Context: an optimization exercise on an open-source flow, tuned for small area and a short achievable clock period. The choices shown serve that exercise and are no tape-out recipe.
No functional check of the RTL was part of this run.

==> flow/design.v <==
module reciprocal_divider (
    input  clk,
    input  rst,
    input  [15:0] u,
    input  [15:0] v,
    output reg [15:0] q
);
    wire [16:0] hz;
    assign hz[16] = 1'b1;
    assign hz[15] = hz[16] & ~v[15];
    assign hz[14] = hz[15] & ~v[14];
    assign hz[13] = hz[14] & ~v[13];
    assign hz[12] = hz[13] & ~v[12];
    assign hz[11] = hz[12] & ~v[11];
    assign hz[10] = hz[11] & ~v[10];
    assign hz[9] = hz[10] & ~v[9];
    assign hz[8] = hz[9] & ~v[8];
    assign hz[7] = hz[8] & ~v[7];
    assign hz[6] = hz[7] & ~v[6];
    assign hz[5] = hz[6] & ~v[5];
    assign hz[4] = hz[5] & ~v[4];
    assign hz[3] = hz[4] & ~v[3];
    assign hz[2] = hz[3] & ~v[2];
    assign hz[1] = hz[2] & ~v[1];
    assign hz[0] = hz[1] & ~v[0];
    wire [15:0] nv = ~v;
    wire [15:0] qr;
    wire [0:0] r15_a, r15_t, r15_g, r15_c;
    assign r15_a = u[15];
    assign r15_t = r15_a ^ nv[0:0];
    assign r15_g = r15_a & nv[0:0];
    wire r15_G0_0 = r15_a[0] | nv[0];
    assign r15_c[0] = r15_G0_0;
    assign qr[15] = hz[1] & r15_c[0];
    wire [0:0] r15_d = ~r15_t;
    wire [0:0] rm15 = qr[15] ? r15_d : r15_a;
    wire [1:0] r14_a, r14_t, r14_g, r14_c;
    assign r14_a = {rm15[0:0], u[14]};
    assign r14_t = r14_a ^ nv[1:0];
    assign r14_g = r14_a & nv[1:0];
    wire r14_G0_0 = r14_a[0] | nv[0];
    wire r14_G1_1 = r14_g[1] | (r14_t[1] & r14_G0_0);
    assign r14_c[0] = r14_G0_0;
    assign r14_c[1] = r14_G1_1;
    assign qr[14] = hz[2] & r14_c[1];
    wire [1:0] r14_d = r14_t ^ {r14_c[0:0], 1'b1};
    wire [1:0] rm14 = qr[14] ? r14_d : r14_a;
    wire [2:0] r13_a, r13_t, r13_g, r13_c;
    assign r13_a = {rm14[1:0], u[13]};
    assign r13_t = r13_a ^ nv[2:0];
    assign r13_g = r13_a & nv[2:0];
    wire r13_G0_0 = r13_a[0] | nv[0];
    wire r13_G1_1 = r13_g[1] | (r13_t[1] & r13_G0_0);
    wire r13_G2_2 = r13_g[2] | (r13_t[2] & r13_G1_1);
    assign r13_c[0] = r13_G0_0;
    assign r13_c[1] = r13_G1_1;
    assign r13_c[2] = r13_G2_2;
    assign qr[13] = hz[3] & r13_c[2];
    wire [2:0] r13_d = r13_t ^ {r13_c[1:0], 1'b1};
    wire [2:0] rm13 = qr[13] ? r13_d : r13_a;
    wire [3:0] r12_a, r12_t, r12_g, r12_c;
    assign r12_a = {rm13[2:0], u[12]};
    assign r12_t = r12_a ^ nv[3:0];
    assign r12_g = r12_a & nv[3:0];
    wire r12_G0_0 = r12_a[0] | nv[0];
    wire r12_G1_1 = r12_g[1] | (r12_t[1] & r12_G0_0);
    wire r12_G1_3 = r12_g[3] | (r12_t[3] & r12_g[2]);
    wire r12_P1_3 = r12_t[3] & r12_t[2];
    wire r12_G2_2 = r12_g[2] | (r12_t[2] & r12_G1_1);
    wire r12_G2_3 = r12_G1_3 | (r12_P1_3 & r12_G1_1);
    assign r12_c[0] = r12_G0_0;
    assign r12_c[1] = r12_G1_1;
    assign r12_c[2] = r12_G2_2;
    assign r12_c[3] = r12_G2_3;
    assign qr[12] = hz[4] & r12_c[3];
    wire [3:0] r12_d = r12_t ^ {r12_c[2:0], 1'b1};
    wire [3:0] rm12 = qr[12] ? r12_d : r12_a;
    wire [4:0] r11_a, r11_t, r11_g, r11_c;
    assign r11_a = {rm12[3:0], u[11]};
    assign r11_t = r11_a ^ nv[4:0];
    assign r11_g = r11_a & nv[4:0];
    wire r11_G0_0 = r11_a[0] | nv[0];
    wire r11_G1_1 = r11_g[1] | (r11_t[1] & r11_G0_0);
    wire r11_G1_3 = r11_g[3] | (r11_t[3] & r11_g[2]);
    wire r11_P1_3 = r11_t[3] & r11_t[2];
    wire r11_G2_2 = r11_g[2] | (r11_t[2] & r11_G1_1);
    wire r11_G2_3 = r11_G1_3 | (r11_P1_3 & r11_G1_1);
    wire r11_G3_4 = r11_g[4] | (r11_t[4] & r11_G2_3);
    assign r11_c[0] = r11_G0_0;
    assign r11_c[1] = r11_G1_1;
    assign r11_c[2] = r11_G2_2;
    assign r11_c[3] = r11_G2_3;
    assign r11_c[4] = r11_G3_4;
    assign qr[11] = hz[5] & r11_c[4];
    wire [4:0] r11_d = r11_t ^ {r11_c[3:0], 1'b1};
    wire [4:0] rm11 = qr[11] ? r11_d : r11_a;
    wire [5:0] r10_a, r10_t, r10_g, r10_c;
    assign r10_a = {rm11[4:0], u[10]};
    assign r10_t = r10_a ^ nv[5:0];
    assign r10_g = r10_a & nv[5:0];
    wire r10_G0_0 = r10_a[0] | nv[0];
    wire r10_G1_1 = r10_g[1] | (r10_t[1] & r10_G0_0);
    wire r10_G1_3 = r10_g[3] | (r10_t[3] & r10_g[2]);
    wire r10_P1_3 = r10_t[3] & r10_t[2];
    wire r10_G1_5 = r10_g[5] | (r10_t[5] & r10_g[4]);
    wire r10_P1_5 = r10_t[5] & r10_t[4];
    wire r10_G2_2 = r10_g[2] | (r10_t[2] & r10_G1_1);
    wire r10_G2_3 = r10_G1_3 | (r10_P1_3 & r10_G1_1);
    wire r10_G3_4 = r10_g[4] | (r10_t[4] & r10_G2_3);
    wire r10_G3_5 = r10_G1_5 | (r10_P1_5 & r10_G2_3);
    assign r10_c[0] = r10_G0_0;
    assign r10_c[1] = r10_G1_1;
    assign r10_c[2] = r10_G2_2;
    assign r10_c[3] = r10_G2_3;
    assign r10_c[4] = r10_G3_4;
    assign r10_c[5] = r10_G3_5;
    assign qr[10] = hz[6] & r10_c[5];
    wire [5:0] r10_d = r10_t ^ {r10_c[4:0], 1'b1};
    wire [5:0] rm10 = qr[10] ? r10_d : r10_a;
    wire [6:0] r9_a, r9_t, r9_g, r9_c;
    assign r9_a = {rm10[5:0], u[9]};
    assign r9_t = r9_a ^ nv[6:0];
    assign r9_g = r9_a & nv[6:0];
    wire r9_G0_0 = r9_a[0] | nv[0];
    wire r9_G1_1 = r9_g[1] | (r9_t[1] & r9_G0_0);
    wire r9_G1_3 = r9_g[3] | (r9_t[3] & r9_g[2]);
    wire r9_P1_3 = r9_t[3] & r9_t[2];
    wire r9_G1_5 = r9_g[5] | (r9_t[5] & r9_g[4]);
    wire r9_P1_5 = r9_t[5] & r9_t[4];
    wire r9_G2_2 = r9_g[2] | (r9_t[2] & r9_G1_1);
    wire r9_G2_3 = r9_G1_3 | (r9_P1_3 & r9_G1_1);
    wire r9_G2_6 = r9_g[6] | (r9_t[6] & r9_G1_5);
    wire r9_P2_6 = r9_t[6] & r9_P1_5;
    wire r9_G3_4 = r9_g[4] | (r9_t[4] & r9_G2_3);
    wire r9_G3_5 = r9_G1_5 | (r9_P1_5 & r9_G2_3);
    wire r9_G3_6 = r9_G2_6 | (r9_P2_6 & r9_G2_3);
    assign r9_c[0] = r9_G0_0;
    assign r9_c[1] = r9_G1_1;
    assign r9_c[2] = r9_G2_2;
    assign r9_c[3] = r9_G2_3;
    assign r9_c[4] = r9_G3_4;
    assign r9_c[5] = r9_G3_5;
    assign r9_c[6] = r9_G3_6;
    assign qr[9] = hz[7] & r9_c[6];
    wire [6:0] r9_d = r9_t ^ {r9_c[5:0], 1'b1};
    wire [6:0] rm9 = qr[9] ? r9_d : r9_a;
    wire [7:0] r8_a, r8_t, r8_g, r8_c;
    assign r8_a = {rm9[6:0], u[8]};
    assign r8_t = r8_a ^ nv[7:0];
    assign r8_g = r8_a & nv[7:0];
    wire r8_G0_0 = r8_a[0] | nv[0];
    wire r8_G1_1 = r8_g[1] | (r8_t[1] & r8_G0_0);
    wire r8_G1_3 = r8_g[3] | (r8_t[3] & r8_g[2]);
    wire r8_P1_3 = r8_t[3] & r8_t[2];
    wire r8_G1_5 = r8_g[5] | (r8_t[5] & r8_g[4]);
    wire r8_P1_5 = r8_t[5] & r8_t[4];
    wire r8_G1_7 = r8_g[7] | (r8_t[7] & r8_g[6]);
    wire r8_P1_7 = r8_t[7] & r8_t[6];
    wire r8_G2_2 = r8_g[2] | (r8_t[2] & r8_G1_1);
    wire r8_G2_3 = r8_G1_3 | (r8_P1_3 & r8_G1_1);
    wire r8_G2_6 = r8_g[6] | (r8_t[6] & r8_G1_5);
    wire r8_P2_6 = r8_t[6] & r8_P1_5;
    wire r8_G2_7 = r8_G1_7 | (r8_P1_7 & r8_G1_5);
    wire r8_P2_7 = r8_P1_7 & r8_P1_5;
    wire r8_G3_4 = r8_g[4] | (r8_t[4] & r8_G2_3);
    wire r8_G3_5 = r8_G1_5 | (r8_P1_5 & r8_G2_3);
    wire r8_G3_6 = r8_G2_6 | (r8_P2_6 & r8_G2_3);
    wire r8_G3_7 = r8_G2_7 | (r8_P2_7 & r8_G2_3);
    assign r8_c[0] = r8_G0_0;
    assign r8_c[1] = r8_G1_1;
    assign r8_c[2] = r8_G2_2;
    assign r8_c[3] = r8_G2_3;
    assign r8_c[4] = r8_G3_4;
    assign r8_c[5] = r8_G3_5;
    assign r8_c[6] = r8_G3_6;
    assign r8_c[7] = r8_G3_7;
    assign qr[8] = hz[8] & r8_c[7];
    wire [7:0] r8_d = r8_t ^ {r8_c[6:0], 1'b1};
    wire [7:0] rm8 = qr[8] ? r8_d : r8_a;
    wire [8:0] r7_a, r7_t, r7_g, r7_c;
    assign r7_a = {rm8[7:0], u[7]};
    assign r7_t = r7_a ^ nv[8:0];
    assign r7_g = r7_a & nv[8:0];
    wire r7_G0_0 = r7_a[0] | nv[0];
    wire r7_G1_1 = r7_g[1] | (r7_t[1] & r7_G0_0);
    wire r7_G1_3 = r7_g[3] | (r7_t[3] & r7_g[2]);
    wire r7_P1_3 = r7_t[3] & r7_t[2];
    wire r7_G1_5 = r7_g[5] | (r7_t[5] & r7_g[4]);
    wire r7_P1_5 = r7_t[5] & r7_t[4];
    wire r7_G1_7 = r7_g[7] | (r7_t[7] & r7_g[6]);
    wire r7_P1_7 = r7_t[7] & r7_t[6];
    wire r7_G2_2 = r7_g[2] | (r7_t[2] & r7_G1_1);
    wire r7_G2_3 = r7_G1_3 | (r7_P1_3 & r7_G1_1);
    wire r7_G2_6 = r7_g[6] | (r7_t[6] & r7_G1_5);
    wire r7_P2_6 = r7_t[6] & r7_P1_5;
    wire r7_G2_7 = r7_G1_7 | (r7_P1_7 & r7_G1_5);
    wire r7_P2_7 = r7_P1_7 & r7_P1_5;
    wire r7_G3_4 = r7_g[4] | (r7_t[4] & r7_G2_3);
    wire r7_G3_5 = r7_G1_5 | (r7_P1_5 & r7_G2_3);
    wire r7_G3_6 = r7_G2_6 | (r7_P2_6 & r7_G2_3);
    wire r7_G3_7 = r7_G2_7 | (r7_P2_7 & r7_G2_3);
    wire r7_G4_8 = r7_g[8] | (r7_t[8] & r7_G3_7);
    assign r7_c[0] = r7_G0_0;
    assign r7_c[1] = r7_G1_1;
    assign r7_c[2] = r7_G2_2;
    assign r7_c[3] = r7_G2_3;
    assign r7_c[4] = r7_G3_4;
    assign r7_c[5] = r7_G3_5;
    assign r7_c[6] = r7_G3_6;
    assign r7_c[7] = r7_G3_7;
    assign r7_c[8] = r7_G4_8;
    assign qr[7] = hz[9] & r7_c[8];
    wire [8:0] r7_d = r7_t ^ {r7_c[7:0], 1'b1};
    wire [8:0] rm7 = qr[7] ? r7_d : r7_a;
    wire [9:0] r6_a, r6_t, r6_g, r6_c;
    assign r6_a = {rm7[8:0], u[6]};
    assign r6_t = r6_a ^ nv[9:0];
    assign r6_g = r6_a & nv[9:0];
    wire r6_G0_0 = r6_a[0] | nv[0];
    wire r6_G1_1 = r6_g[1] | (r6_t[1] & r6_G0_0);
    wire r6_G1_3 = r6_g[3] | (r6_t[3] & r6_g[2]);
    wire r6_P1_3 = r6_t[3] & r6_t[2];
    wire r6_G1_5 = r6_g[5] | (r6_t[5] & r6_g[4]);
    wire r6_P1_5 = r6_t[5] & r6_t[4];
    wire r6_G1_7 = r6_g[7] | (r6_t[7] & r6_g[6]);
    wire r6_P1_7 = r6_t[7] & r6_t[6];
    wire r6_G1_9 = r6_g[9] | (r6_t[9] & r6_g[8]);
    wire r6_P1_9 = r6_t[9] & r6_t[8];
    wire r6_G2_2 = r6_g[2] | (r6_t[2] & r6_G1_1);
    wire r6_G2_3 = r6_G1_3 | (r6_P1_3 & r6_G1_1);
    wire r6_G2_6 = r6_g[6] | (r6_t[6] & r6_G1_5);
    wire r6_P2_6 = r6_t[6] & r6_P1_5;
    wire r6_G2_7 = r6_G1_7 | (r6_P1_7 & r6_G1_5);
    wire r6_P2_7 = r6_P1_7 & r6_P1_5;
    wire r6_G3_4 = r6_g[4] | (r6_t[4] & r6_G2_3);
    wire r6_G3_5 = r6_G1_5 | (r6_P1_5 & r6_G2_3);
    wire r6_G3_6 = r6_G2_6 | (r6_P2_6 & r6_G2_3);
    wire r6_G3_7 = r6_G2_7 | (r6_P2_7 & r6_G2_3);
    wire r6_G4_8 = r6_g[8] | (r6_t[8] & r6_G3_7);
    wire r6_G4_9 = r6_G1_9 | (r6_P1_9 & r6_G3_7);
    assign r6_c[0] = r6_G0_0;
    assign r6_c[1] = r6_G1_1;
    assign r6_c[2] = r6_G2_2;
    assign r6_c[3] = r6_G2_3;
    assign r6_c[4] = r6_G3_4;
    assign r6_c[5] = r6_G3_5;
    assign r6_c[6] = r6_G3_6;
    assign r6_c[7] = r6_G3_7;
    assign r6_c[8] = r6_G4_8;
    assign r6_c[9] = r6_G4_9;
    assign qr[6] = hz[10] & r6_c[9];
    wire [9:0] r6_d = r6_t ^ {r6_c[8:0], 1'b1};
    wire [9:0] rm6 = qr[6] ? r6_d : r6_a;
    wire [10:0] r5_a, r5_t, r5_g, r5_c;
    assign r5_a = {rm6[9:0], u[5]};
    assign r5_t = r5_a ^ nv[10:0];
    assign r5_g = r5_a & nv[10:0];
    wire r5_G0_0 = r5_a[0] | nv[0];
    wire r5_G1_1 = r5_g[1] | (r5_t[1] & r5_G0_0);
    wire r5_G1_3 = r5_g[3] | (r5_t[3] & r5_g[2]);
    wire r5_P1_3 = r5_t[3] & r5_t[2];
    wire r5_G1_5 = r5_g[5] | (r5_t[5] & r5_g[4]);
    wire r5_P1_5 = r5_t[5] & r5_t[4];
    wire r5_G1_7 = r5_g[7] | (r5_t[7] & r5_g[6]);
    wire r5_P1_7 = r5_t[7] & r5_t[6];
    wire r5_G1_9 = r5_g[9] | (r5_t[9] & r5_g[8]);
    wire r5_P1_9 = r5_t[9] & r5_t[8];
    wire r5_G2_2 = r5_g[2] | (r5_t[2] & r5_G1_1);
    wire r5_G2_3 = r5_G1_3 | (r5_P1_3 & r5_G1_1);
    wire r5_G2_6 = r5_g[6] | (r5_t[6] & r5_G1_5);
    wire r5_P2_6 = r5_t[6] & r5_P1_5;
    wire r5_G2_7 = r5_G1_7 | (r5_P1_7 & r5_G1_5);
    wire r5_P2_7 = r5_P1_7 & r5_P1_5;
    wire r5_G2_10 = r5_g[10] | (r5_t[10] & r5_G1_9);
    wire r5_P2_10 = r5_t[10] & r5_P1_9;
    wire r5_G3_4 = r5_g[4] | (r5_t[4] & r5_G2_3);
    wire r5_G3_5 = r5_G1_5 | (r5_P1_5 & r5_G2_3);
    wire r5_G3_6 = r5_G2_6 | (r5_P2_6 & r5_G2_3);
    wire r5_G3_7 = r5_G2_7 | (r5_P2_7 & r5_G2_3);
    wire r5_G4_8 = r5_g[8] | (r5_t[8] & r5_G3_7);
    wire r5_G4_9 = r5_G1_9 | (r5_P1_9 & r5_G3_7);
    wire r5_G4_10 = r5_G2_10 | (r5_P2_10 & r5_G3_7);
    assign r5_c[0] = r5_G0_0;
    assign r5_c[1] = r5_G1_1;
    assign r5_c[2] = r5_G2_2;
    assign r5_c[3] = r5_G2_3;
    assign r5_c[4] = r5_G3_4;
    assign r5_c[5] = r5_G3_5;
    assign r5_c[6] = r5_G3_6;
    assign r5_c[7] = r5_G3_7;
    assign r5_c[8] = r5_G4_8;
    assign r5_c[9] = r5_G4_9;
    assign r5_c[10] = r5_G4_10;
    assign qr[5] = hz[11] & r5_c[10];
    wire [10:0] r5_d = r5_t ^ {r5_c[9:0], 1'b1};
    wire [10:0] rm5 = qr[5] ? r5_d : r5_a;
    wire [11:0] r4_a, r4_t, r4_g, r4_c;
    assign r4_a = {rm5[10:0], u[4]};
    assign r4_t = r4_a ^ nv[11:0];
    assign r4_g = r4_a & nv[11:0];
    wire r4_G0_0 = r4_a[0] | nv[0];
    wire r4_G1_1 = r4_g[1] | (r4_t[1] & r4_G0_0);
    wire r4_G1_3 = r4_g[3] | (r4_t[3] & r4_g[2]);
    wire r4_P1_3 = r4_t[3] & r4_t[2];
    wire r4_G1_5 = r4_g[5] | (r4_t[5] & r4_g[4]);
    wire r4_P1_5 = r4_t[5] & r4_t[4];
    wire r4_G1_7 = r4_g[7] | (r4_t[7] & r4_g[6]);
    wire r4_P1_7 = r4_t[7] & r4_t[6];
    wire r4_G1_9 = r4_g[9] | (r4_t[9] & r4_g[8]);
    wire r4_P1_9 = r4_t[9] & r4_t[8];
    wire r4_G1_11 = r4_g[11] | (r4_t[11] & r4_g[10]);
    wire r4_P1_11 = r4_t[11] & r4_t[10];
    wire r4_G2_2 = r4_g[2] | (r4_t[2] & r4_G1_1);
    wire r4_G2_3 = r4_G1_3 | (r4_P1_3 & r4_G1_1);
    wire r4_G2_6 = r4_g[6] | (r4_t[6] & r4_G1_5);
    wire r4_P2_6 = r4_t[6] & r4_P1_5;
    wire r4_G2_7 = r4_G1_7 | (r4_P1_7 & r4_G1_5);
    wire r4_P2_7 = r4_P1_7 & r4_P1_5;
    wire r4_G2_10 = r4_g[10] | (r4_t[10] & r4_G1_9);
    wire r4_P2_10 = r4_t[10] & r4_P1_9;
    wire r4_G2_11 = r4_G1_11 | (r4_P1_11 & r4_G1_9);
    wire r4_P2_11 = r4_P1_11 & r4_P1_9;
    wire r4_G3_4 = r4_g[4] | (r4_t[4] & r4_G2_3);
    wire r4_G3_5 = r4_G1_5 | (r4_P1_5 & r4_G2_3);
    wire r4_G3_6 = r4_G2_6 | (r4_P2_6 & r4_G2_3);
    wire r4_G3_7 = r4_G2_7 | (r4_P2_7 & r4_G2_3);
    wire r4_G4_8 = r4_g[8] | (r4_t[8] & r4_G3_7);
    wire r4_G4_9 = r4_G1_9 | (r4_P1_9 & r4_G3_7);
    wire r4_G4_10 = r4_G2_10 | (r4_P2_10 & r4_G3_7);
    wire r4_G4_11 = r4_G2_11 | (r4_P2_11 & r4_G3_7);
    assign r4_c[0] = r4_G0_0;
    assign r4_c[1] = r4_G1_1;
    assign r4_c[2] = r4_G2_2;
    assign r4_c[3] = r4_G2_3;
    assign r4_c[4] = r4_G3_4;
    assign r4_c[5] = r4_G3_5;
    assign r4_c[6] = r4_G3_6;
    assign r4_c[7] = r4_G3_7;
    assign r4_c[8] = r4_G4_8;
    assign r4_c[9] = r4_G4_9;
    assign r4_c[10] = r4_G4_10;
    assign r4_c[11] = r4_G4_11;
    assign qr[4] = hz[12] & r4_c[11];
    wire [11:0] r4_d = r4_t ^ {r4_c[10:0], 1'b1};
    wire [11:0] rm4 = qr[4] ? r4_d : r4_a;
    wire [12:0] r3_a, r3_t, r3_g, r3_c;
    assign r3_a = {rm4[11:0], u[3]};
    assign r3_t = r3_a ^ nv[12:0];
    assign r3_g = r3_a & nv[12:0];
    wire r3_G0_0 = r3_a[0] | nv[0];
    wire r3_G1_1 = r3_g[1] | (r3_t[1] & r3_G0_0);
    wire r3_G1_3 = r3_g[3] | (r3_t[3] & r3_g[2]);
    wire r3_P1_3 = r3_t[3] & r3_t[2];
    wire r3_G1_5 = r3_g[5] | (r3_t[5] & r3_g[4]);
    wire r3_P1_5 = r3_t[5] & r3_t[4];
    wire r3_G1_7 = r3_g[7] | (r3_t[7] & r3_g[6]);
    wire r3_P1_7 = r3_t[7] & r3_t[6];
    wire r3_G1_9 = r3_g[9] | (r3_t[9] & r3_g[8]);
    wire r3_P1_9 = r3_t[9] & r3_t[8];
    wire r3_G1_11 = r3_g[11] | (r3_t[11] & r3_g[10]);
    wire r3_P1_11 = r3_t[11] & r3_t[10];
    wire r3_G2_2 = r3_g[2] | (r3_t[2] & r3_G1_1);
    wire r3_G2_3 = r3_G1_3 | (r3_P1_3 & r3_G1_1);
    wire r3_G2_6 = r3_g[6] | (r3_t[6] & r3_G1_5);
    wire r3_P2_6 = r3_t[6] & r3_P1_5;
    wire r3_G2_7 = r3_G1_7 | (r3_P1_7 & r3_G1_5);
    wire r3_P2_7 = r3_P1_7 & r3_P1_5;
    wire r3_G2_10 = r3_g[10] | (r3_t[10] & r3_G1_9);
    wire r3_P2_10 = r3_t[10] & r3_P1_9;
    wire r3_G2_11 = r3_G1_11 | (r3_P1_11 & r3_G1_9);
    wire r3_P2_11 = r3_P1_11 & r3_P1_9;
    wire r3_G3_4 = r3_g[4] | (r3_t[4] & r3_G2_3);
    wire r3_G3_5 = r3_G1_5 | (r3_P1_5 & r3_G2_3);
    wire r3_G3_6 = r3_G2_6 | (r3_P2_6 & r3_G2_3);
    wire r3_G3_7 = r3_G2_7 | (r3_P2_7 & r3_G2_3);
    wire r3_G3_12 = r3_g[12] | (r3_t[12] & r3_G2_11);
    wire r3_P3_12 = r3_t[12] & r3_P2_11;
    wire r3_G4_8 = r3_g[8] | (r3_t[8] & r3_G3_7);
    wire r3_G4_9 = r3_G1_9 | (r3_P1_9 & r3_G3_7);
    wire r3_G4_10 = r3_G2_10 | (r3_P2_10 & r3_G3_7);
    wire r3_G4_11 = r3_G2_11 | (r3_P2_11 & r3_G3_7);
    wire r3_G4_12 = r3_G3_12 | (r3_P3_12 & r3_G3_7);
    assign r3_c[0] = r3_G0_0;
    assign r3_c[1] = r3_G1_1;
    assign r3_c[2] = r3_G2_2;
    assign r3_c[3] = r3_G2_3;
    assign r3_c[4] = r3_G3_4;
    assign r3_c[5] = r3_G3_5;
    assign r3_c[6] = r3_G3_6;
    assign r3_c[7] = r3_G3_7;
    assign r3_c[8] = r3_G4_8;
    assign r3_c[9] = r3_G4_9;
    assign r3_c[10] = r3_G4_10;
    assign r3_c[11] = r3_G4_11;
    assign r3_c[12] = r3_G4_12;
    assign qr[3] = hz[13] & r3_c[12];
    wire [12:0] r3_d = r3_t ^ {r3_c[11:0], 1'b1};
    wire [12:0] rm3 = qr[3] ? r3_d : r3_a;
    wire [13:0] r2_a, r2_t, r2_g, r2_c;
    assign r2_a = {rm3[12:0], u[2]};
    assign r2_t = r2_a ^ nv[13:0];
    assign r2_g = r2_a & nv[13:0];
    wire r2_G0_0 = r2_a[0] | nv[0];
    wire r2_G1_1 = r2_g[1] | (r2_t[1] & r2_G0_0);
    wire r2_G1_3 = r2_g[3] | (r2_t[3] & r2_g[2]);
    wire r2_P1_3 = r2_t[3] & r2_t[2];
    wire r2_G1_5 = r2_g[5] | (r2_t[5] & r2_g[4]);
    wire r2_P1_5 = r2_t[5] & r2_t[4];
    wire r2_G1_7 = r2_g[7] | (r2_t[7] & r2_g[6]);
    wire r2_P1_7 = r2_t[7] & r2_t[6];
    wire r2_G1_9 = r2_g[9] | (r2_t[9] & r2_g[8]);
    wire r2_P1_9 = r2_t[9] & r2_t[8];
    wire r2_G1_11 = r2_g[11] | (r2_t[11] & r2_g[10]);
    wire r2_P1_11 = r2_t[11] & r2_t[10];
    wire r2_G1_13 = r2_g[13] | (r2_t[13] & r2_g[12]);
    wire r2_P1_13 = r2_t[13] & r2_t[12];
    wire r2_G2_2 = r2_g[2] | (r2_t[2] & r2_G1_1);
    wire r2_G2_3 = r2_G1_3 | (r2_P1_3 & r2_G1_1);
    wire r2_G2_6 = r2_g[6] | (r2_t[6] & r2_G1_5);
    wire r2_P2_6 = r2_t[6] & r2_P1_5;
    wire r2_G2_7 = r2_G1_7 | (r2_P1_7 & r2_G1_5);
    wire r2_P2_7 = r2_P1_7 & r2_P1_5;
    wire r2_G2_10 = r2_g[10] | (r2_t[10] & r2_G1_9);
    wire r2_P2_10 = r2_t[10] & r2_P1_9;
    wire r2_G2_11 = r2_G1_11 | (r2_P1_11 & r2_G1_9);
    wire r2_P2_11 = r2_P1_11 & r2_P1_9;
    wire r2_G3_4 = r2_g[4] | (r2_t[4] & r2_G2_3);
    wire r2_G3_5 = r2_G1_5 | (r2_P1_5 & r2_G2_3);
    wire r2_G3_6 = r2_G2_6 | (r2_P2_6 & r2_G2_3);
    wire r2_G3_7 = r2_G2_7 | (r2_P2_7 & r2_G2_3);
    wire r2_G3_12 = r2_g[12] | (r2_t[12] & r2_G2_11);
    wire r2_P3_12 = r2_t[12] & r2_P2_11;
    wire r2_G3_13 = r2_G1_13 | (r2_P1_13 & r2_G2_11);
    wire r2_P3_13 = r2_P1_13 & r2_P2_11;
    wire r2_G4_8 = r2_g[8] | (r2_t[8] & r2_G3_7);
    wire r2_G4_9 = r2_G1_9 | (r2_P1_9 & r2_G3_7);
    wire r2_G4_10 = r2_G2_10 | (r2_P2_10 & r2_G3_7);
    wire r2_G4_11 = r2_G2_11 | (r2_P2_11 & r2_G3_7);
    wire r2_G4_12 = r2_G3_12 | (r2_P3_12 & r2_G3_7);
    wire r2_G4_13 = r2_G3_13 | (r2_P3_13 & r2_G3_7);
    assign r2_c[0] = r2_G0_0;
    assign r2_c[1] = r2_G1_1;
    assign r2_c[2] = r2_G2_2;
    assign r2_c[3] = r2_G2_3;
    assign r2_c[4] = r2_G3_4;
    assign r2_c[5] = r2_G3_5;
    assign r2_c[6] = r2_G3_6;
    assign r2_c[7] = r2_G3_7;
    assign r2_c[8] = r2_G4_8;
    assign r2_c[9] = r2_G4_9;
    assign r2_c[10] = r2_G4_10;
    assign r2_c[11] = r2_G4_11;
    assign r2_c[12] = r2_G4_12;
    assign r2_c[13] = r2_G4_13;
    assign qr[2] = hz[14] & r2_c[13];
    wire [13:0] r2_d = r2_t ^ {r2_c[12:0], 1'b1};
    wire [13:0] rm2 = qr[2] ? r2_d : r2_a;
    wire [14:0] r1_a, r1_t, r1_g, r1_c;
    assign r1_a = {rm2[13:0], u[1]};
    assign r1_t = r1_a ^ nv[14:0];
    assign r1_g = r1_a & nv[14:0];
    wire r1_G0_0 = r1_a[0] | nv[0];
    wire r1_G1_1 = r1_g[1] | (r1_t[1] & r1_G0_0);
    wire r1_G1_3 = r1_g[3] | (r1_t[3] & r1_g[2]);
    wire r1_P1_3 = r1_t[3] & r1_t[2];
    wire r1_G1_5 = r1_g[5] | (r1_t[5] & r1_g[4]);
    wire r1_P1_5 = r1_t[5] & r1_t[4];
    wire r1_G1_7 = r1_g[7] | (r1_t[7] & r1_g[6]);
    wire r1_P1_7 = r1_t[7] & r1_t[6];
    wire r1_G1_9 = r1_g[9] | (r1_t[9] & r1_g[8]);
    wire r1_P1_9 = r1_t[9] & r1_t[8];
    wire r1_G1_11 = r1_g[11] | (r1_t[11] & r1_g[10]);
    wire r1_P1_11 = r1_t[11] & r1_t[10];
    wire r1_G1_13 = r1_g[13] | (r1_t[13] & r1_g[12]);
    wire r1_P1_13 = r1_t[13] & r1_t[12];
    wire r1_G2_2 = r1_g[2] | (r1_t[2] & r1_G1_1);
    wire r1_G2_3 = r1_G1_3 | (r1_P1_3 & r1_G1_1);
    wire r1_G2_6 = r1_g[6] | (r1_t[6] & r1_G1_5);
    wire r1_P2_6 = r1_t[6] & r1_P1_5;
    wire r1_G2_7 = r1_G1_7 | (r1_P1_7 & r1_G1_5);
    wire r1_P2_7 = r1_P1_7 & r1_P1_5;
    wire r1_G2_10 = r1_g[10] | (r1_t[10] & r1_G1_9);
    wire r1_P2_10 = r1_t[10] & r1_P1_9;
    wire r1_G2_11 = r1_G1_11 | (r1_P1_11 & r1_G1_9);
    wire r1_P2_11 = r1_P1_11 & r1_P1_9;
    wire r1_G2_14 = r1_g[14] | (r1_t[14] & r1_G1_13);
    wire r1_P2_14 = r1_t[14] & r1_P1_13;
    wire r1_G3_4 = r1_g[4] | (r1_t[4] & r1_G2_3);
    wire r1_G3_5 = r1_G1_5 | (r1_P1_5 & r1_G2_3);
    wire r1_G3_6 = r1_G2_6 | (r1_P2_6 & r1_G2_3);
    wire r1_G3_7 = r1_G2_7 | (r1_P2_7 & r1_G2_3);
    wire r1_G3_12 = r1_g[12] | (r1_t[12] & r1_G2_11);
    wire r1_P3_12 = r1_t[12] & r1_P2_11;
    wire r1_G3_13 = r1_G1_13 | (r1_P1_13 & r1_G2_11);
    wire r1_P3_13 = r1_P1_13 & r1_P2_11;
    wire r1_G3_14 = r1_G2_14 | (r1_P2_14 & r1_G2_11);
    wire r1_P3_14 = r1_P2_14 & r1_P2_11;
    wire r1_G4_8 = r1_g[8] | (r1_t[8] & r1_G3_7);
    wire r1_G4_9 = r1_G1_9 | (r1_P1_9 & r1_G3_7);
    wire r1_G4_10 = r1_G2_10 | (r1_P2_10 & r1_G3_7);
    wire r1_G4_11 = r1_G2_11 | (r1_P2_11 & r1_G3_7);
    wire r1_G4_12 = r1_G3_12 | (r1_P3_12 & r1_G3_7);
    wire r1_G4_13 = r1_G3_13 | (r1_P3_13 & r1_G3_7);
    wire r1_G4_14 = r1_G3_14 | (r1_P3_14 & r1_G3_7);
    assign r1_c[0] = r1_G0_0;
    assign r1_c[1] = r1_G1_1;
    assign r1_c[2] = r1_G2_2;
    assign r1_c[3] = r1_G2_3;
    assign r1_c[4] = r1_G3_4;
    assign r1_c[5] = r1_G3_5;
    assign r1_c[6] = r1_G3_6;
    assign r1_c[7] = r1_G3_7;
    assign r1_c[8] = r1_G4_8;
    assign r1_c[9] = r1_G4_9;
    assign r1_c[10] = r1_G4_10;
    assign r1_c[11] = r1_G4_11;
    assign r1_c[12] = r1_G4_12;
    assign r1_c[13] = r1_G4_13;
    assign r1_c[14] = r1_G4_14;
    assign qr[1] = hz[15] & r1_c[14];
    wire [14:0] r1_d = r1_t ^ {r1_c[13:0], 1'b1};
    wire [14:0] rm1 = qr[1] ? r1_d : r1_a;
    wire [15:0] r0_a, r0_t, r0_g, r0_c;
    assign r0_a = {rm1[14:0], u[0]};
    assign r0_t = r0_a ^ nv[15:0];
    assign r0_g = r0_a & nv[15:0];
    wire r0_G0_0 = r0_a[0] | nv[0];
    wire r0_G1_1 = r0_g[1] | (r0_t[1] & r0_G0_0);
    wire r0_G1_3 = r0_g[3] | (r0_t[3] & r0_g[2]);
    wire r0_P1_3 = r0_t[3] & r0_t[2];
    wire r0_G1_5 = r0_g[5] | (r0_t[5] & r0_g[4]);
    wire r0_P1_5 = r0_t[5] & r0_t[4];
    wire r0_G1_7 = r0_g[7] | (r0_t[7] & r0_g[6]);
    wire r0_P1_7 = r0_t[7] & r0_t[6];
    wire r0_G1_9 = r0_g[9] | (r0_t[9] & r0_g[8]);
    wire r0_P1_9 = r0_t[9] & r0_t[8];
    wire r0_G1_11 = r0_g[11] | (r0_t[11] & r0_g[10]);
    wire r0_P1_11 = r0_t[11] & r0_t[10];
    wire r0_G1_13 = r0_g[13] | (r0_t[13] & r0_g[12]);
    wire r0_P1_13 = r0_t[13] & r0_t[12];
    wire r0_G1_15 = r0_g[15] | (r0_t[15] & r0_g[14]);
    wire r0_P1_15 = r0_t[15] & r0_t[14];
    wire r0_G2_2 = r0_g[2] | (r0_t[2] & r0_G1_1);
    wire r0_G2_3 = r0_G1_3 | (r0_P1_3 & r0_G1_1);
    wire r0_G2_6 = r0_g[6] | (r0_t[6] & r0_G1_5);
    wire r0_P2_6 = r0_t[6] & r0_P1_5;
    wire r0_G2_7 = r0_G1_7 | (r0_P1_7 & r0_G1_5);
    wire r0_P2_7 = r0_P1_7 & r0_P1_5;
    wire r0_G2_10 = r0_g[10] | (r0_t[10] & r0_G1_9);
    wire r0_P2_10 = r0_t[10] & r0_P1_9;
    wire r0_G2_11 = r0_G1_11 | (r0_P1_11 & r0_G1_9);
    wire r0_P2_11 = r0_P1_11 & r0_P1_9;
    wire r0_G2_14 = r0_g[14] | (r0_t[14] & r0_G1_13);
    wire r0_P2_14 = r0_t[14] & r0_P1_13;
    wire r0_G2_15 = r0_G1_15 | (r0_P1_15 & r0_G1_13);
    wire r0_P2_15 = r0_P1_15 & r0_P1_13;
    wire r0_G3_4 = r0_g[4] | (r0_t[4] & r0_G2_3);
    wire r0_G3_5 = r0_G1_5 | (r0_P1_5 & r0_G2_3);
    wire r0_G3_6 = r0_G2_6 | (r0_P2_6 & r0_G2_3);
    wire r0_G3_7 = r0_G2_7 | (r0_P2_7 & r0_G2_3);
    wire r0_G3_12 = r0_g[12] | (r0_t[12] & r0_G2_11);
    wire r0_P3_12 = r0_t[12] & r0_P2_11;
    wire r0_G3_13 = r0_G1_13 | (r0_P1_13 & r0_G2_11);
    wire r0_P3_13 = r0_P1_13 & r0_P2_11;
    wire r0_G3_14 = r0_G2_14 | (r0_P2_14 & r0_G2_11);
    wire r0_P3_14 = r0_P2_14 & r0_P2_11;
    wire r0_G3_15 = r0_G2_15 | (r0_P2_15 & r0_G2_11);
    wire r0_P3_15 = r0_P2_15 & r0_P2_11;
    wire r0_G4_8 = r0_g[8] | (r0_t[8] & r0_G3_7);
    wire r0_G4_9 = r0_G1_9 | (r0_P1_9 & r0_G3_7);
    wire r0_G4_10 = r0_G2_10 | (r0_P2_10 & r0_G3_7);
    wire r0_G4_11 = r0_G2_11 | (r0_P2_11 & r0_G3_7);
    wire r0_G4_12 = r0_G3_12 | (r0_P3_12 & r0_G3_7);
    wire r0_G4_13 = r0_G3_13 | (r0_P3_13 & r0_G3_7);
    wire r0_G4_14 = r0_G3_14 | (r0_P3_14 & r0_G3_7);
    wire r0_G4_15 = r0_G3_15 | (r0_P3_15 & r0_G3_7);
    assign r0_c[0] = r0_G0_0;
    assign r0_c[1] = r0_G1_1;
    assign r0_c[2] = r0_G2_2;
    assign r0_c[3] = r0_G2_3;
    assign r0_c[4] = r0_G3_4;
    assign r0_c[5] = r0_G3_5;
    assign r0_c[6] = r0_G3_6;
    assign r0_c[7] = r0_G3_7;
    assign r0_c[8] = r0_G4_8;
    assign r0_c[9] = r0_G4_9;
    assign r0_c[10] = r0_G4_10;
    assign r0_c[11] = r0_G4_11;
    assign r0_c[12] = r0_G4_12;
    assign r0_c[13] = r0_G4_13;
    assign r0_c[14] = r0_G4_14;
    assign r0_c[15] = r0_G4_15;
    assign qr[0] = hz[16] & r0_c[15];
    always @(posedge clk or posedge rst) begin
        if (rst)
            q <= 16'd0;
        else
            q <= {qr[15:2] & {14{~hz[0]}}, qr[1:0]};
    end
endmodule
==> flow/flow/run.sh <==
#!/bin/bash
# Standard ORFS layout; the ports are buffered with the smallest buffer
# (buf_1) instead of the resizer's default choice.
set -euo pipefail
bash standard.sh "BUFFER_PORTS_ARGS=-buffer_cell sky130_fd_sc_hd__buf_1" finish > standard.log 2>&1
==> flow/standard.sh <==
#!/bin/bash
# synth_recipe.tcl (not shown) runs the flow's synth.tcl, then flattens the netlist and writes it again
# the make line also repeats each setting of config.mk as NAME=value (left out here)
make -C /OpenROAD-flow-scripts/flow DESIGN_CONFIG=/design/flow/config.mk WORK_HOME=/design/flow/orfs CLKGATE_MAP_FILE= SYNTH_SCRIPT=/design/flow/synth_recipe.tcl "${@:-finish}"
==> flow/config.mk <==
export PLATFORM = sky130hd
export DESIGN_NAME = reciprocal_divider
export DESIGN_NICKNAME = reciprocal_divider
export VERILOG_FILES = /design/flow/design.v
export SDC_FILE = /design/flow/constraint.sdc
export NUM_CORES = 4
export LEC_CHECK = 0
export ABC_AREA = 1
export CAP_MARGIN = 20
export CORE_MARGIN = 2
export CORE_UTILIZATION = 70
export SLEW_MARGIN = 20
==> flow/constraint.sdc <==
create_clock -name core_clock -period 55.0 [get_ports {clk}]
set_input_delay 11.0000 -clock core_clock [delete_from_list [all_inputs] [get_ports {clk}]]
set_output_delay 11.0000 -clock core_clock [all_outputs]
set_load 0.01 [all_outputs]
==> impl_metrics.yaml <==
cts:
  cts_tree: "yes"
  clk_pin_slew_ns: 0.07
  post-cts-setup-buffers: 0
  cts.repair.resized: 0
  root_buffer: "clkbuf_8"
  cts_buffers: 3
  htreeDepth: 1
  holdBufCountCts: 0
  cts.sink_count: 16
  cts_max_path_buffers: 2
critical_path:
  cp_data_required_time_ns: 55.11
  slowest_delay_ns: 0.54
  path_depth: 167
  startpoint: "v[8]"
  critPathKind: "input port to register"
  critical-path-top-delay-family: "compound AO/OA/AOI/OAI gates"
  arrival_ns: 41.24
  crit_path_end_kind: "register"
  cp-start-kind: "input port"
  crit_slowest_cell: "inv_1"
  cp_common_cell: "nand2_1"
  crit_buf_inv: 18
  critPathMaxFanout: 24
synthesis:
  syn_area_per_cell_sq_um: 7.55
  yosys-top-cells-count: "nand2_1, ha_1, inv_1, nand3_1, fa_1"
  synth_area_sq_mm: 0.00638
  ys_warn_count: 1
  yosysSeqAreaShare: 0.0628
  async_flop_share: 1.00
  yosysTopAreaCell: "ha_1"
  yosysMostFrequentCell: "nand2_1"
  synth_ff_type: "dfrtp_1"
  syn_nets: 1042
  synth_top_area_frac: 0.231
  yosys-top-cells-area: "ha_1, fa_1, nand2_1, dfrtp_1, inv_1"
  synth_edf_count: 0
  synthCells: 845
  ys_types: 46
  ys_ff_latch: 16
sta:
  hold_violations: 0
  fmax_ghz: 0.0243
  period_minus_slack_ns: 41.13
  rsz0062_at_grt: "no"
  timing.final.ws_setup_ns: 13.87
  maxSlewViolCount: 0
  setup_tns_ns: 0
  fin_crit_sh: 0.748
  slew_headroom: 0.427
  setup_viol: 0
  worst_slew_pin_slew_ns: 0.858
die:
  die_w_microns: 99.5
  start_util: 0.728
  dieArea_sq_mm: 0.00989
  io_pins: 50
  row_count: 34
  coreArea_sq_mm: 0.00876
  die_y_microns: 99.5
power_and_ir_drop:
  total_power_mw: 0.0926
  powerDensity_mw_per_mm2: 13.8
  irDropWorstVdd_v: 0.00000807
  leakage_nw: 3.67
grt:
  gr-total-overflow: 0
  grt.total_usage: 0.322
  grt_pass1_wl_mm: 26.2
  grt_max_degree: 25
  antenna_found_initial: 0
  grt_pass1_vias: 5815
run:
  drv_cap: 0
drt:
  drc: 0
  detail_route.vias_per_cell: 5.66
  drtIter0Drc: 212
  vias: 5660
  drtAntennaViolNets: 0
  first_pass_iters: 5
  wl_per_cell_microns: 14.6
  wirelength_mm: 14.6
finish:
  largest_register_ffs: 16
  max_flop_register: "q"
  n_antenna_cell: 0
  fillers: 681
  final_cells: 1000
  nets: 1090
  areaGrowthSynthToFinish_pct: 5.24
  drive_above_1_share: 0.146
  top_regs: "q: 16 flops"
placed_design:
  dp.cells: 996
  place_congestion: 0.908
  place_ws_ns: 13.80
  dp_hpwl_mm: 12.3
  portBuffers: 49
status:
  outcome: "complete, no violations"
min_path:
  hold_path.class: "input port to asynchronous set/reset pin"
[cells by family after synthesis]
logic type / after synthesis / share of synthesized area
buf+inv: 128 / 0.0816
flops: 16 / 0.0628
mux: 1 / 0.00157
simple gates: 342 / 0.263
xor+xnor: 45 / 0.0618
compound gates: 150 / 0.156
fa+ha+maj: 163 / 0.373
[metrics by stage]
stage / hold WS [ns] / util / instance area, sq um
finish: 10.79 / 0.766 / 6710
floorplan: 10.91 / - / 6380
detailed placement: 11.10 / 0.760 / 6660
global route: 10.86 / 0.766 / 6710
CTS: 10.83 / 0.766 / 6710
global placement: 11.07 / 0.760 / 6660
[final timing paths]
check / end / slack (ns)
worst max-delay path: q[0]$_DFF_PP0_ / 13.87
worst min-delay path: q[1]$_DFF_PP0_ / 10.79
max in group asynchronous: q[10]$_DFF_PP0_ / 43.79
min in group core_clock: q[1]$_DFF_PP0_ / 11.18
[cells in the final DEF (no fill, tap or decap), types with 26 or more instances in the layout]
| master | instances |
|---|---|
| buf_1 | 49 |
| o21ai_1 | 44 |
| fa_1 | 45 |
| nand2_1 | 192 |
| a21oi_1 | 32 |
| nand3_1 | 52 |
| inv_1 | 97 |
| ha_1 | 118 |
| nand2_2 | 26 |
[area by class of cell]
class / instances / area (sq um) / area share
Clock buffer: 4 / 55.1 / 0.00820
Inverter: 117 / 443 / 0.0660
Multi-Input combinational cell: 701 / 5460 / 0.813
Sequential cell: 16 / 400 / 0.0596
Tap cell: 108 / 135 / 0.0201
Timing Repair Buffer: 54 / 221 / 0.0330
[layer usage]
| metal | vias to the layer above | part of all wire | global-route usage |
|---|---|---|---|
| met5 | - | 0 | 0 |
| met4 | 0 | 0.023 | 0.0843 |
| met3 | 27 | 0.035 | 0.0387 |
| met2 | 106 | 0.48 | 0.569 |
| met1 | 2639 | 0.46 | 0.417 |
| li1 | 2888 | - | - |
[power by group]
group	internal, mW	switching, mW	total [mW]
Sequential	0.0123	0.000111	0.0124
Clock	0.00636	0.00438	0.0107
Combinational	0.0291	0.0404	0.0695

-- afterwards: timing with drivers on the ports --
In the flow no input, the clock included, has a driving cell. The finished layout below was timed again as built, in two steps. Step 1 sets driving cells, clkbuf_16 on the clock port and buf_2 on the other inputs (assumed; they add their load-dependent delay and slew). Step 2 also shifts input and output timing later by t, the mid clock arrival at the registers, as if the neighbouring blocks saw the same clock. Three values: ideal, step 1, step 2; two values: the first two.
t, ns: 0.278
setup slack, ns: 13.865 / 13.869 / 13.591
worst hold slack (ns): 10.793 / 10.788 / 11.065
latest minus earliest clock arrival (ns): 0.003 / 0.003
cell pins on the clock port's net: 1
After both steps this run still meets setup and hold. For this run, drivers alone change the setup slack by +0.004 ns; drivers and shift together by -0.274 ns.
